This is an optimization exercise on Yosys and OpenROAD, whose aim is small area and a short achievable clock period, not a production implementation.
In this exercise RTL edits were held to simulation tests only and were not proved equivalent to the original.
Power figures rest on the tool's default switching activity, not on a simulated workload.

== run 1 ==
==> flow/design.v (excerpt) <==
module M216A_TopModule(
    input  wire       clk_i,
    input  wire       rst_i,
    input  wire [4:0] width_i,
    input  wire [4:0] height_i,
    output wire [7:0] index_x_o,
    output wire [7:0] index_y_o,
    output wire [3:0] strike_o
);
Size in the first run: about 520 cells after synthesis, roughly 170 flip-flops, about 5600 um2 of cells after synthesis.
clock: 4.0 ns
lec_check: 0
cap_margin: 20
core_margin: 2
core_utilization: 40
cts_buf_list: sky130_fd_sc_hd__clkbuf_4 sky130_fd_sc_hd__clkbuf_8
gpl_timing_driven: 0
setup_slack_margin: 2.35
slew_margin: 20
tns_end_percent: 5
standard.sh (not shown) runs the stock make flow with config.mk's settings and CLKGATE_MAP_FILE= SYNTH_SCRIPT=/design/flow/synth_recipe.tcl, a recipe that flattens the netlist after the stock synthesis.
==> flow/flow/run.sh <==
#!/bin/bash
# The standard layout (standard.sh) with three changes:
#  - synthesis maps the logic with flow/abc.script in place of ORFS's
#    abc_speed.script; the synthesis is otherwise the standard one, so the
#    registers are the standard synthesis's;
#  - the port buffers are buf_1 cells;
#  - clock tree synthesis inserts no dummy loads.
# ORFS's logs stay under orfs/logs/; make's own output goes to standard.log.
set -e
rm -rf scripts_abc
cp -r "$FLOW_HOME/scripts" scripts_abc
cp flow/abc.script scripts_abc/abc_speed.script
export BUFFER_PORTS_ARGS="-buffer_cell sky130_fd_sc_hd__buf_1"
bash standard.sh SCRIPTS_DIR="$PWD/scripts_abc" CTS_ARGS='-sink_clustering_enable -repair_clock_nets -dont_use_dummy_load -buf_list {sky130_fd_sc_hd__clkbuf_4 sky130_fd_sc_hd__clkbuf_8}' finish > standard.log 2>&1
==> flow/flow/abc.script <==
strash
&get -n
&fraig -x
&put
scorr
dc2
dretime
strash
&get -n
&dch -f
&nf
&put
Edits applied to the flow inputs when going from run 1 to run 2:
--- a/flow/flow/run.sh
+++ b/flow/flow/run.sh
@@ -14 +14 @@
-bash standard.sh SCRIPTS_DIR="$PWD/scripts_abc" CTS_ARGS='-sink_clustering_enable -repair_clock_nets -dont_use_dummy_load -buf_list {sky130_fd_sc_hd__clkbuf_4 sky130_fd_sc_hd__clkbuf_8}' finish > standard.log 2>&1
+bash standard.sh SCRIPTS_DIR="$PWD/scripts_abc" CTS_ARGS='-repair_clock_nets -dont_use_dummy_load -buf_list {sky130_fd_sc_hd__clkbuf_16} -sink_clustering_enable -sink_clustering_size 40 -sink_clustering_max_diameter 300' finish > standard.log 2>&1
--- a/flow/config.mk
+++ b/flow/config.mk
@@ -13 +13 @@
-export SETUP_SLACK_MARGIN = 2.35
+export SETUP_SLACK_MARGIN = 2.1
@@ -15 +15 @@
-export TNS_END_PERCENT = 5
+export TNS_END_PERCENT = 20
- The final layout from run 2, which completed every stage, passed the timing, design-rule and antenna checks at the end of the flow.
- Sequential cell area share (run 2 over run 1): increase, 0.21 points
- From run 1 to run 2 the numbers moved as follows: global-route usage lower, length of routed met2 wiring lower, total number of vias lower, post-placement setup slack lower, register area roughly the same.
- ~same required time of the critical path in run 2 and run 1
- On post-DP HPWL, run 1 loses to run 2.
Input changes introduced in run 3 (baseline for comparison: run 2):
==> flow/flow/run.sh <==
#!/bin/bash
# Standard layout with two changes: the port buffers are buf_2 cells, and
# synthesis maps the logic with flow/abc.script instead of ORFS's
# abc_speed.script (same synthesis otherwise, so the registers are the
# standard synthesis's).  Each step's output goes to its own log here.
set -e
rm -rf scripts_abc
cp -r "$FLOW_HOME/scripts" scripts_abc
cp flow/abc.script scripts_abc/abc_speed.script
export BUFFER_PORTS_ARGS="-buffer_cell sky130_fd_sc_hd__buf_1"
bash standard.sh SCRIPTS_DIR="$PWD/scripts_abc" CTS_ARGS='-sink_clustering_enable -repair_clock_nets -dont_use_dummy_load -buf_list {sky130_fd_sc_hd__clkbuf_4 sky130_fd_sc_hd__clkbuf_8}' finish > standard.log 2>&1
--- a/flow/config.mk
+++ b/flow/config.mk
@@ -13 +13 @@
-export SETUP_SLACK_MARGIN = 2.1
+export SETUP_SLACK_MARGIN = 2.2
@@ -15 +15 @@
-export TNS_END_PERCENT = 20
+export TNS_END_PERCENT = 5
Findings:
- Cell depth of the worst min-delay path: run 2 vs run 3 identical
- On final clock skew: between run 3 and run 2, it ends up lower for run 2.
- The lower worst setup slack came out of run 2.


## build 28
The RTL this note starts from:
==> flow/design.v <==
module M216A_TopModule(
    input  wire       clk_i,
    input  wire       rst_i,
    input  wire [4:0] width_i,
    input  wire [4:0] height_i,
    output wire [7:0] index_x_o,
    output wire [7:0] index_y_o,
    output wire [3:0] strike_o
);
    wire [4:0] h = height_i;
    reg s10, s4, s3, s9, s13, s8, s78, s5, s6, s7, valid;
    reg ab0, ab1, ab2;    
    always @(posedge clk_i) begin
        valid <= |h[4:2];
        ab0 <= h == 5'd5 || h == 5'd10;
        ab1 <= h == 5'd6 || h == 5'd11 || h == 5'd12;
        ab2 <= h == 5'd4 || h == 5'd9 || h == 5'd12;
        s10 <= h == 5'd4;
        s4  <= h == 5'd6 || h == 5'd7;
        s3  <= h == 5'd8 || h == 5'd9;
        s9  <= h == 5'd11 || h == 5'd12;
        s13 <= h >= 5'd13;
        s8  <= h == 5'd4 || h == 5'd5;
        s78 <= h == 5'd7 || h == 5'd8;
        s5  <= h == 5'd9 || h == 5'd10;
        s6  <= h == 5'd5 || h == 5'd6;
        s7  <= h == 5'd10 || h == 5'd11;
    end
    wire [4:0] w = width_i;
    reg       started;
    reg [1:0] p;
    always @(posedge clk_i) begin
        if (rst_i) begin
            started <= 1'b0;
            p <= 2'd0;
        end else begin
            if (valid) started <= 1'b1;
            if (valid | started) p <= p + 2'd1;
        end
    end
    wire clr = ~started;
    reg  [52:1] RH, RT;
    wire [3:0] T1  = RT[4:1],   T2  = RT[8:5],   T3  = RT[12:9],  T4  = RT[16:13];
    wire [3:0] T5  = RT[20:17], T6  = RT[24:21], T7  = RT[28:25], T8  = RT[32:29];
    wire [3:0] T9  = RT[36:33], T10 = RT[40:37], T11 = RT[44:41], T12 = RT[48:45];
    wire [3:0] T13 = RT[52:49];
    wire [3:0] A0 = {4{s10}} & T10 | {4{s4}} & T4 | {4{s3}} & T3 | {4{s9}} & T9
                  | {4{s13}} & T13 | {4{ab0}};
    wire [3:0] A1 = {4{s8}} & T8 | {4{s78}} & T1 | {4{s5}} & T5 | {4{s13}} & T12
                  | {4{ab1}};
    wire [3:0] A2 = {4{s6}} & T6 | {4{s78}} & T2 | {4{s7}} & T7 | {4{s13}} & T11
                  | {4{ab2}};
    wire p01 = ~(s78 & s3);
    wire p02 = ~(s78 & s3 | s4 & s6 | s9 & s7);
    function cmp4;
        input [3:0] a, b;
        input c;
        integer i;
        reg r;
        begin
            r = c;
            for (i = 0; i < 4; i = i + 1)
                r = (~a[i] & b[i]) | (~a[i] & r) | (b[i] & r);
            cmp4 = r;
        end
    endfunction
    wire [3:0] klo = 4'd0 - w[3:0];
    wire [3:0] kn  = p[0] ? 4'd7 : klo;
    reg le01, le02, le12, f0, f1, f2;
    always @(posedge clk_i) begin
        le01 <= cmp4(A0, A1, p[0] ? le01 : p01);
        le02 <= cmp4(A0, A2, p[0] ? le02 : p02);
        le12 <= cmp4(A1, A2, ~p[0] | le12);
        f0   <= cmp4(A0, kn, ~p[0] | f0);
        f1   <= cmp4(A1, kn, ~p[0] | f1);
        f2   <= cmp4(A2, kn, ~p[0] | f2);
    end
    wire win0 = le01 & le02;
    wire win1 = ~le01 & le12;
    wire win2 = ~win0 & ~win1;
    wire fit = win0 & f0 | win1 & f1 | win2 & f2;
    reg wr0, wr1, wr2;
    always @(posedge clk_i) begin
        wr0 <= win0;
        wr1 <= win1;
        wr2 <= win2;
    end
    wire sel0 = p[0] ? wr0 : win0;    
    wire sel1 = p[0] ? wr1 : win1;
    wire sel2 = p[0] ? wr2 : win2;
    wire [3:0] Tsel = {4{sel0}} & A0 | {4{sel1}} & A1 | {4{sel2}} & A2;
    wire [3:0] cid = {4{win0 & s10}} & 4'd10 | {4{win0 & s4}} & 4'd4 | {4{win0 & s3}} & 4'd3
                   | {4{win0 & s9}} & 4'd9 | {4{win0 & s13}} & 4'd13
                   | {4{win1 & s8}} & 4'd8 | {4{win1 & s78}} & 4'd1 | {4{win1 & s5}} & 4'd5
                   | {4{win1 & s13}} & 4'd12
                   | {4{win2 & s6}} & 4'd6 | {4{win2 & s78}} & 4'd2 | {4{win2 & s7}} & 4'd7
                   | {4{win2 & s13}} & 4'd11;
    reg [4:0] wr;    
    reg [6:0] xq;
    reg inc;
    always @(posedge clk_i) begin
        wr <= width_i;
        if (p == 2'd2) xq[3:0] <= Tsel;
        if (p == 2'd3) xq[6:4] <= Tsel[2:0];
    end
    wire [4:0] lsum = xq[3:0] + wr[3:0];
    always @(posedge clk_i) inc <= lsum[4] | wr[4];
    wire [3:0] hsum = {1'b0, xq[6:4]} + {3'b0, inc};
    wire [3:0] sum = p[0] ? lsum[3:0] : hsum;    
    reg [3:0] code;
    always @(posedge clk_i) begin
        if (rst_i)
            code <= 4'd0;
        else if (p == 2'd2)
            code <= ~valid ? 4'd0 : (fit ? cid : 4'd15);
    end
    wire wph = p[0] ~^ p[1];    
    wire [3:0] wdat = sum & {4{~clr}};
    reg  [13:1] wen;
    integer s;
    always @(*) begin
        for (s = 1; s <= 13; s = s + 1)
            wen[s] = clr | (wph & (code == s));
    end
    always @(posedge clk_i) begin
        for (s = 1; s <= 13; s = s + 1) begin
            RH[4*s -: 4] <= RT[4*s -: 4];
            RT[4*s -: 4] <= wen[s] ? wdat : RH[4*s -: 4];
        end
    end
    reg [7:0] ytab;
    always @(*) begin
        case (code)
            4'd1:  ytab = 8'd0;
            4'd2:  ytab = 8'd8;
            4'd3:  ytab = 8'd16;
            4'd4:  ytab = 8'd25;
            4'd5:  ytab = 8'd32;
            4'd6:  ytab = 8'd42;
            4'd7:  ytab = 8'd48;
            4'd8:  ytab = 8'd59;
            4'd9:  ytab = 8'd64;
            4'd10: ytab = 8'd76;
            4'd11: ytab = 8'd80;
            4'd12: ytab = 8'd96;
            4'd13: ytab = 8'd112;
            default: ytab = 8'd128;
        endcase
    end
    reg ld, strike;
    always @(posedge clk_i) begin
        ld     <= ~rst_i & (p == 2'd1) & (code != 4'd0);
        strike <= code == 4'd15;
    end
    reg [6:0] xo, yo;
    reg       xy7;
    reg [3:0] so;
    always @(posedge clk_i) begin
        if (rst_i) begin
            xo  <= 7'd0;
            yo  <= 7'd0;
            xy7 <= 1'b0;
            so  <= 4'd0;
        end else if (ld) begin
            xo  <= strike ? 7'd0 : xq;
            yo  <= ytab[6:0];
            xy7 <= strike;
            if (strike) so <= so + 4'd1;
        end
    end
    assign index_x_o = {xy7, xo};
    assign index_y_o = {xy7, yo};
    assign strike_o  = so;
endmodule
Settings: LEC_CHECK=0, CAP_MARGIN=20, CORE_MARGIN=2, CORE_UTILIZATION=40, CTS_BUF_LIST=sky130_fd_sc_hd__clkbuf_4 sky130_fd_sc_hd__clkbuf_8, GPL_TIMING_DRIVEN=0, SETUP_SLACK_MARGIN=2.2, SLEW_MARGIN=20, TNS_END_PERCENT=5; clock period 4.0 ns.
==> flow/flow/run.sh <==
#!/bin/bash
# The standard layout (standard.sh) with three changes:
#  - synthesis maps the logic with flow/abc.script in place of ORFS's
#    abc_speed.script; the synthesis is otherwise the standard one, so the
#    registers are the standard synthesis's;
#  - the port buffers are buf_1 cells;
#  - clock tree synthesis inserts no dummy loads.
# ORFS's logs stay under orfs/logs/; make's own output goes to standard.log.
set -e
rm -rf scripts_abc
cp -r "$FLOW_HOME/scripts" scripts_abc
cp flow/abc.script scripts_abc/abc_speed.script
export BUFFER_PORTS_ARGS="-buffer_cell sky130_fd_sc_hd__buf_1"
bash standard.sh SCRIPTS_DIR="$PWD/scripts_abc" CTS_ARGS='-sink_clustering_enable -repair_clock_nets -dont_use_dummy_load -buf_list {sky130_fd_sc_hd__clkbuf_4 sky130_fd_sc_hd__clkbuf_8}' finish > standard.log 2>&1
Scripts as last shown in full above: flow/flow/abc.script
Build 28: PASS, flow complete, no timing, DRC or antenna violations
What build 50 does differently from build 28 at the input level:
==> flow/flow/run.sh <==
#!/bin/bash
# Standard layout with two changes: the port buffers are buf_2 cells, and
# synthesis maps the logic with flow/abc.script instead of ORFS's
# abc_speed.script (same synthesis otherwise, so the registers are the
# standard synthesis's).  Each step's output goes to its own log here.
set -e
rm -rf scripts_abc
cp -r "$FLOW_HOME/scripts" scripts_abc
cp flow/abc.script scripts_abc/abc_speed.script
export BUFFER_PORTS_ARGS="-buffer_cell sky130_fd_sc_hd__buf_1"
bash standard.sh SCRIPTS_DIR="$PWD/scripts_abc" CTS_ARGS='-sink_clustering_enable -repair_clock_nets -dont_use_dummy_load -buf_list {sky130_fd_sc_hd__clkbuf_4 sky130_fd_sc_hd__clkbuf_8}' finish > standard.log 2>&1
Findings:
Delta (build 50 minus build 28): sequential cell count held steady, cell depth of the worst min-delay path held steady, total number of H-tree levels held steady. Diff build 50..build 28 | final critical-path setup slack | unchanged. Post-synthesis cell count came out exactly the same in build 28 and build 50. Between build 28 and build 50, the difference in total power is negligible. Worst clock skew: build 50 vs build 28 identical. On minimum period implied by the final worst setup slack, build 28 and build 50 are neck and neck.
Edits applied to the flow inputs when going from build 50 to build 32:
Settings: clearing TNS_END_PERCENT, which used to be 5; swapping 2.2 for 1.5 in SETUP_SLACK_MARGIN.
--- a/flow/flow/run.sh
+++ b/flow/flow/run.sh
@@ -10 +10 @@
-export BUFFER_PORTS_ARGS="-buffer_cell sky130_fd_sc_hd__buf_1"
+export BUFFER_PORTS_ARGS="-buffer_cell sky130_fd_sc_hd__buf_2"
## What came out
- In the flow results for build 32 and build 50, the layout overhead on the synthesized area is larger on build 50.
- The count of nets after finishing reported for build 32 is smaller than that of build 50 by 12.
- Relative slew slack (build 32 over build 50): increase, 0.53 points
- Taking build 50 as the reference, in build 32 power has decreased, met3 layer usage reported by global route flat, peak ir drop on the vdd network went up.
- Relative contribution of the clock network to total power was lower in the run labelled build 50.
- Between build 50 and build 32, non-clock buffer count in the final layout decreased.
- Build 32 vs. build 50: wire length on met1 went up by about 0.35%.
- Across both runs, least setup slack across all paths after layout was lower for build 32 than for build 50.
- Comparing build 32 and build 50, the lower critical path depth is on build 50.
--- input diff build 32..build 75 ---
Settings: an added TNS_END_PERCENT of 0; a change of SETUP_SLACK_MARGIN from 1.5 to 2.2.
--- a/flow/flow/run.sh
+++ b/flow/flow/run.sh
@@ -10 +10 @@
-export BUFFER_PORTS_ARGS="-buffer_cell sky130_fd_sc_hd__buf_2"
+export BUFFER_PORTS_ARGS="-buffer_cell sky130_fd_sc_hd__buf_1"
[summary]
The design internal power reported for build 75 is greater than that of build 32 by 24 uW.
| worst setup slack | higher: build 75 |
Detailed-route wire length per cell for build 75 is higher than for build 32.
Fmax: build 75 above build 32
From build 32 to build 75 the numbers moved as follows: clock share of power decreased 0.5 points; wire length increased 6.4%; non-clock buffering overhead in the final layout increased 0.66 points.
Critical path depth, build 75 and build 32: larger value in build 32
Looking at area after detailed placement, build 75 sits about 0.5% above build 32.
### build 75 -> build 71
Settings: CORE_UTILIZATION: 40 -> 65; TNS_END_PERCENT: 0 -> unset; SETUP_SLACK_MARGIN: 2.2 -> 2.05; PLACE_DENSITY: unset -> 0.75.
--- a/flow/flow/run.sh
+++ b/flow/flow/run.sh
@@ -10 +10 @@
-export BUFFER_PORTS_ARGS="-buffer_cell sky130_fd_sc_hd__buf_1"
+export BUFFER_PORTS_ARGS="-buffer_cell sky130_fd_sc_hd__buf_2"
Notes after the runs:
- Compared with build 75, placement density in the core of build 71 is higher.
- When build 71 is set beside build 75, its critical path data required time turns out to be 160 ps smaller.
- Compare build 75 and build 71 | effective utilization at floorplan higher: build 71
- Compared with build 75, first-pass GRT wire length in build 71 decreased by a few percent.
- Build 71 — number of setup buffers added after CTS 1 lower, build 75 as reference
- Number of cells on the critical path is higher on build 75
- Maximum frequency: build 75 and build 71 compared, lower one is build 71
- For the pre-CTS setup slack, build 71 came in 30 ps lower than build 75 did.
- Compared with build 75, build 71 shows a total power that is 0.98% lower.
- Summary — fraction of area in registers, build 71 relative to build 75: higher, by 1.0 points.

-- re-timing with driven ports --
In the flow no input, the clock included, has a driving cell. The finished layouts below were timed again as built, in two steps.
Step 1 sets driving cells, clkbuf_16 on the clock port and buf_2 on the other inputs (assumed; they add their load-dependent delay and slew).
Step 2 also shifts input and output timing later by t, the mid clock arrival at the registers, as if the neighbouring blocks saw the same clock.
Three values: no drivers, after step 1, after step 2; two values: the first two.
run	shift t [ns]	setup WS [ns]	worst setup path after step 2	worst register clock-pin slew, ns	pins driven straight from the clock port
run 1	0.471	2.111 / 2.111 / 1.789	input to register	0.09 / 0.09	1
run 2	0.460	2.077 / 2.077 / 1.744	input to register	0.06 / 0.06	1
run 3	0.472	2.105 / 2.105 / 1.797	input to register	0.09 / 0.09	1
build 28	0.492	2.132 / 2.122 / 1.690	input to register	0.09 / 0.09	1
build 50	0.492	2.132 / 2.122 / 1.690	input to register	0.09 / 0.09	1
build 32	0.480	1.746 / 1.746 / 1.562	input to register	0.08 / 0.08	1
build 75	0.487	2.131 / 2.129 / 1.676	input to register	0.09 / 0.09	1
build 71	0.456	2.098 / 2.098 / 1.718	input to register	0.09 / 0.09	1
After both steps setup and hold are still met in every run listed. The setup slack of build 75, which loses most, moves by -0.002 ns with the drivers and by -0.455 ns with both steps.
